Background: an optimization exercise with open tools, aiming at small area. Do not read the settings as production practice. In this exercise RTL edits were held to simulation tests only and were not proved equivalent to the original.

## the previous run
==> flow/design.v <==
module ALU(input [7:0] A, input [7:0] Bin, input [3:0] k, output [7:0] res);
wire sh  = (k == 4'd13) | (k == 4'd14);
wire [7:0] B = sh ? 8'd2 : Bin;
wire MUL = (k == 4'd2) | (k == 4'd14);
wire DIV = (k == 4'd3) | (k == 4'd13);
wire ADD = (k == 4'd0);
wire SUB = (k == 4'd1) | (k == 4'd10) | (k == 4'd11) | (k == 4'd12);
wire CMP = (k == 4'd10) | (k == 4'd11) | (k == 4'd12);
wire arith = ADD | SUB | MUL;
genvar i, j;
wire [7:0] nb = ~B;
wire [7:0] R [0:8];
wire [7:0] q;
assign R[8] = A;
generate for (i=7;i>=0;i=i-1) begin: gd
  localparam W = 8-i;
  wire [W:0] cc; assign cc[0] = 1'b1;
  for (j=0;j<W;j=j+1) begin: gc
    wire x = R[i+1][i+j];
    wire y = nb[j];
    assign cc[j+1] = (x & y) | (cc[j] & (x | y));
  end
  wire z;
  if (i == 0) begin: gz assign z = 1'b1; end else begin: gz2 assign z = ~|B[7:W]; end
  assign q[i] = cc[W] & z;
  for (j=0;j<8;j=j+1) begin: go
    if (j < i) assign R[i][j] = R[i+1][j];
    else assign R[i][j] = R[i+1][j] ^ (q[i] & (nb[j-i] ^ cc[j-i]));
  end
end endgenerate
wire [7:0] P [1:8];
assign P[8] = 8'b0;
generate for (i=7;i>=1;i=i-1) begin: gm
  localparam W = 8-i;
  wire [W:0] cc; assign cc[0] = 1'b0;
  for (j=0;j<8;j=j+1) begin: gc
    if (j < i) assign P[i][j] = P[i+1][j];
    else begin
      wire x = P[i+1][j];
      wire y = A[j-i] & B[i];
      assign P[i][j] = x ^ y ^ cc[j-i];
      assign cc[j-i+1] = (x & y) | (cc[j-i] & (x ^ y));
    end
  end
end endgenerate
reg [3:0] tt;    
always @(*) begin
  case (k)
    4'd0:  tt = 4'b1010;                    
    4'd2, 4'd14: tt = {B[0], B[0], 2'b00};  
    4'd4:  tt = 4'b0100;                    
    4'd5:  tt = 4'b0010;                    
    4'd6:  tt = 4'b1011;                    
    4'd7:  tt = 4'b1101;                    
    4'd8:  tt = 4'b1010;                    
    default: tt = 4'b0101;                  
  endcase
end
wire [7:0] s0;
wire [8:0] c0; assign c0[0] = SUB;
generate for (j=0;j<8;j=j+1) begin: g0
  wire x = MUL ? P[1][j] : A[j];
  wire y = tt[{A[j], B[j]}];
  assign s0[j] = x ^ y ^ c0[j];
  assign c0[j+1] = (x & y & arith) | (c0[j] & (x | y));
end endgenerate
wire lt = ~c0[8];
wire eq = ~|s0;           
wire gt = c0[8] & ~eq;
wire [1:0] cmpr = (k == 4'd10) ? {1'b0, eq} : (k == 4'd11) ? {gt, 1'b0} : {lt, lt};
assign res = DIV ? q : CMP ? {6'b0, cmpr} : s0;
endmodule
module System_Top #(parameter WIDTH = 8, ADDR = 4 , ALU_FUN_WD = 4) (
input    wire                CONTROL_EN,
input    wire                CLKDIV_EN,
input    wire                CLK,
input    wire                RST,
input    wire                WrEn,
input    wire                RdEn,
input    wire   [ADDR-1:0]   Address,
input    wire   [WIDTH-1:0]  WrData,
output   reg    [WIDTH-1:0]  RdData,
output   wire                SYS_OUT,
output   wire                SYS_VLD,
output   wire                DONE_FLAG
);
reg [7:0] mem [0:15];
wire [3:0] lo = 4'b1 << Address[1:0];
wire [3:0] hi = 4'b1 << Address[3:2];
wire [15:0] rsel;
reg  [7:0] rmux;
genvar r;
generate for (r = 0; r < 16; r = r + 1) begin : g_reg
  assign rsel[r] = hi[r/4] & lo[r%4];
  always @(posedge CLK or negedge RST)
    if (!RST) mem[r] <= 8'b0;
    else if (WrEn & rsel[r]) mem[r] <= WrData;
end endgenerate
integer i;
always @(*) begin
  rmux = 8'b0;
  for (i = 0; i < 16; i = i + 1) rmux = rmux | (mem[i] & {8{rsel[i]}});
end
always @(posedge CLK)
  if (RdEn && !WrEn) RdData <= rmux;
wire [7:0]  A   = mem[0];
wire [7:0]  B   = mem[1];
wire [15:0] cfg = {mem[3], mem[2]};
wire [1:0]  ucfg = mem[4][1:0];
wire [7:0]  ratio = mem[5];
reg [2:0] dcnt;
reg       div_clk, odd_n;       
wire      div_on  = CLKDIV_EN & (|ratio[7:1]);
wire [2:0] dcnt_inc = dcnt + 3'd1;
wire      flip = (ratio[0] & odd_n) ? (dcnt == ratio[3:1]) : (dcnt_inc == ratio[3:1]);
wire      tick = ~div_on | (flip & ~div_clk);
always @(posedge CLK or negedge RST)
  if (!RST) begin
    dcnt <= 3'd0; div_clk <= 1'b0; odd_n <= 1'b0;
  end else if (div_on) begin
    if (flip) begin
      dcnt <= 3'd0;
      div_clk <= ~div_clk;
      if (ratio[0]) odd_n <= ~odd_n;
    end else
      dcnt <= dcnt_inc;
  end
localparam P_IDLE = 2'd0, P_CHECK = 2'd1, P_CALC = 2'd2, P_WAIT = 2'd3;
reg [1:0] ph;
reg [3:0] k;
reg [3:0] u;                  
wire busy   = |u;
wire en_k   = cfg[k];
wire last   = &k;
wire alu_en = (ph == P_CHECK) & en_k;
wire valid  = (ph == P_CALC) & ~last;
wire k_inc  = ((ph == P_CHECK) & ~en_k) | ((ph == P_WAIT) & ~busy);
always @(posedge CLK or negedge RST)
  if (!RST) begin
    ph <= P_IDLE; k <= 4'd0;
  end else begin
    if (k_inc) k <= k + 4'd1;
    case (ph)
      P_IDLE : if (CONTROL_EN) ph[0] <= 1'b1;
      P_CHECK: if (en_k | last) ph[0] <= 1'b0;
      P_CALC : ph[0] <= 1'b1;
      P_WAIT : if (!busy & last) ph[0] <= 1'b0;
    endcase
    if (alu_en | (ph == P_WAIT & !busy)) ph[1] <= (ph == P_CHECK);
  end
assign DONE_FLAG = (ph == P_IDLE);
wire [7:0] res;
ALU U0_ALU (.A(A), .Bin(B), .k(k), .res(res));
reg [7:0] sr;
reg       par;
wire      load = tick & valid;
always @(posedge CLK)
  if (alu_en) sr <= res;
always @(posedge CLK or negedge RST)
  if (!RST) begin
    u <= 4'd0; par <= 1'b0;
  end else if (tick) begin
    if (load & ucfg[0]) par <= ucfg[1] ^ (^sr);
    case (u)
      4'd0: if (valid) u <= 4'd1;
      4'd1: u <= 4'd8;
      4'd2: u <= 4'd3;
      4'd3: u <= 4'd0;
      4'd15: u <= ucfg[0] ? 4'd2 : 4'd3;
      default: u <= u + 4'd1;
    endcase
  end
assign SYS_VLD = busy;
assign SYS_OUT = u[3] ? sr[u[2:0]] : (u == 4'd1) ? 1'b0 : (u == 4'd2) ? par : 1'b1;
endmodule
Settings: LEC_CHECK=0, ABC_AREA=1, CAP_MARGIN=20, CORE_MARGIN=2, CORE_UTILIZATION=55, SETUP_SLACK_MARGIN=0.1, SLEW_MARGIN=20; clock period 12.0 ns.
standard.sh (not shown) runs the stock make flow with config.mk's settings and CLKGATE_MAP_FILE= SYNTH_SCRIPT=/design/flow/synth_recipe.tcl, a recipe that flattens the netlist after the stock synthesis.
==> flow/flow/run.sh <==
#!/bin/bash
set -euo pipefail
W=$(pwd)
RES="$W/orfs/results/sky130hd/System_Top/base"
rm -rf "$W/scripts_area"
cp -r "$FLOW_HOME/scripts" "$W/scripts_area"
cp "$W/flow/abc_area.script" "$W/scripts_area/abc_area.script"
export SCRIPTS_DIR="$W/scripts_area"
export BUFFER_PORTS_ARGS="-buffer_cell sky130_fd_sc_hd__buf_1"
export CTS_ARGS="-sink_clustering_enable -repair_clock_nets -sink_clustering_size 30 -sink_clustering_max_diameter 150 -buf_list sky130_fd_sc_hd__clkbuf_8 -dont_use_dummy_load"
bash "$W/standard.sh" "$RES/1_2_yosys.v" > "$W/flow_synth.log" 2>&1
python3 "$W/flow/mux2a22o.py" "$RES/1_2_yosys.v" > "$W/flow_mux2a22o.log" 2>&1
bash "$W/standard.sh" > "$W/flow_layout.log" 2>&1
==> flow/flow/abc_area.script <==
strash
dch
map -a
&get -n
&st
&dch
&nf -R 1000
&put
topo
==> flow/flow/mux2a22o.py <==
#!/usr/bin/env python3
"""Rewrite a Yosys netlist: each sky130 mux2_1 whose select also drives another mux2_1
becomes an a22o_1 (X = S&A1 | ~S&A0), with one shared inverter per select net."""
import re, sys
path = sys.argv[1]
src = open(path).read()
pat = re.compile(r'  sky130_fd_sc_hd__mux2_1 (\S+) \(\n\s*\.A0\(([^\n]*?)\),\n\s*\.A1\(([^\n]*?)\),\n\s*\.S\(([^\n]*?)\),\n\s*\.X\(([^\n]*?)\)\n\s*\);\n')
muxes = pat.findall(src)
count = {}
for m in muxes:
    count[m[3]] = count.get(m[3], 0) + 1
inv_of = {}
decls = []
def repl(mo):
    name, a0, a1, s, x = mo.groups()
    if count[s] < 2:
        return mo.group(0)
    out = ''
    if s not in inv_of:
        n = len(inv_of)
        inv_of[s] = f'mxsel_n_{n}'
        decls.append(f'  wire mxsel_n_{n};\n')
        out += (f'  sky130_fd_sc_hd__inv_1 mxsel_inv_{n} (\n    .A({s}),\n    .Y(mxsel_n_{n})\n  );\n')
    out += (f'  sky130_fd_sc_hd__a22o_1 {name} (\n    .A1({s}),\n    .A2({a1}),\n'
            f'    .B1({inv_of[s]}),\n    .B2({a0}),\n    .X({x})\n  );\n')
    return out
new = pat.sub(repl, src)
# declare the new wires right after the module header
i = new.index(');\n', new.index('module ')) + 3
new = new[:i] + ''.join(decls) + new[i:]
open(path, 'w').write(new)
print(f'mux2a22o: {len(muxes)} mux2_1, rewrote {sum(c for c in count.values() if c >= 2)}, {len(inv_of)} inverters')
#### Input delta (the current run over the previous run)
--- a/flow/design.v
+++ b/flow/design.v
@@ -63,11 +63,11 @@
   wire y = tt[{A[j], B[j]}];
   assign s0[j] = x ^ y ^ c0[j];
   assign c0[j+1] = (x & y & arith) | (c0[j] & (x | y));
 end endgenerate
 wire lt = ~c0[8];
-wire eq = ~|s0;           
+wire eq = (A == Bin);
 wire gt = c0[8] & ~eq;
 wire [1:0] cmpr = (k == 4'd10) ? {1'b0, eq} : (k == 4'd11) ? {gt, 1'b0} : {lt, lt};
 assign res = DIV ? q : CMP ? {6'b0, cmpr} : s0;
 endmodule
 module System_Top #(parameter WIDTH = 8, ADDR = 4 , ALU_FUN_WD = 4) (
### Flow results
The current run went all the way through synthesis, placement and routing and the layout is clean on timing, DRC and antenna.
The required arrival time at the worst endpoint reported for the current run is smaller than that of the previous run by 0.05 ns.
The current run -> the previous run: total area of sequential cells delta 0, exact match
Per the comparison of the current run with the previous run, timing-limited maximum frequency level; total number of vias dropped 1.9%.
Sort the previous run and the current run by setup slack at placement asc -> top: the current run
The current run and the previous run ended up with roughly the same summed area of non-filler cells in the final layout.
Between the previous run and the current run, the share of the clock period used by the worst path does not differ in any meaningful way.
Detailed placer's ending HPWL: the current run vs the previous run down about 1.5%
Between the previous run and the current run, the difference in fraction of area in clock buffers and inverters is negligible.
The current run vs. the previous run: filler-free cell count of the finished design shrank by 0.83%; pin count of the biggest net entering global routing went up; critical path depth now larger; placer's final routability congestion estimate flat.
In terms of starting density of the core, the current run and the previous run differ only marginally.

afterwards: timing with drivers on the ports:
No port has a modelled driver above. Below, the same layouts with a new extraction and two added sets of constraints. Step 1 (the two cells are an assumption about what drives the block):
set clk [get_ports {CLK}]
set_driving_cell -lib_cell sky130_fd_sc_hd__clkbuf_16 $clk
set_driving_cell -lib_cell sky130_fd_sc_hd__buf_2 [delete_from_list [all_inputs] $clk]
Step 2 times the ports against the registers' clock, not the clock port: input delays grow and output delays shrink by t, the midpoint of the rising clock arrivals with the driver on. Three values: ideal ports, drivers, drivers and shift; two values: the first two.
run	t, ns	setup WS [ns]	pins driven straight from the clock port
the previous run	0.489	0.856 / 0.856 / 0.856	1
the current run	0.479	0.872 / 0.872 / 0.872	1
After both steps setup and hold are still met in every run listed.
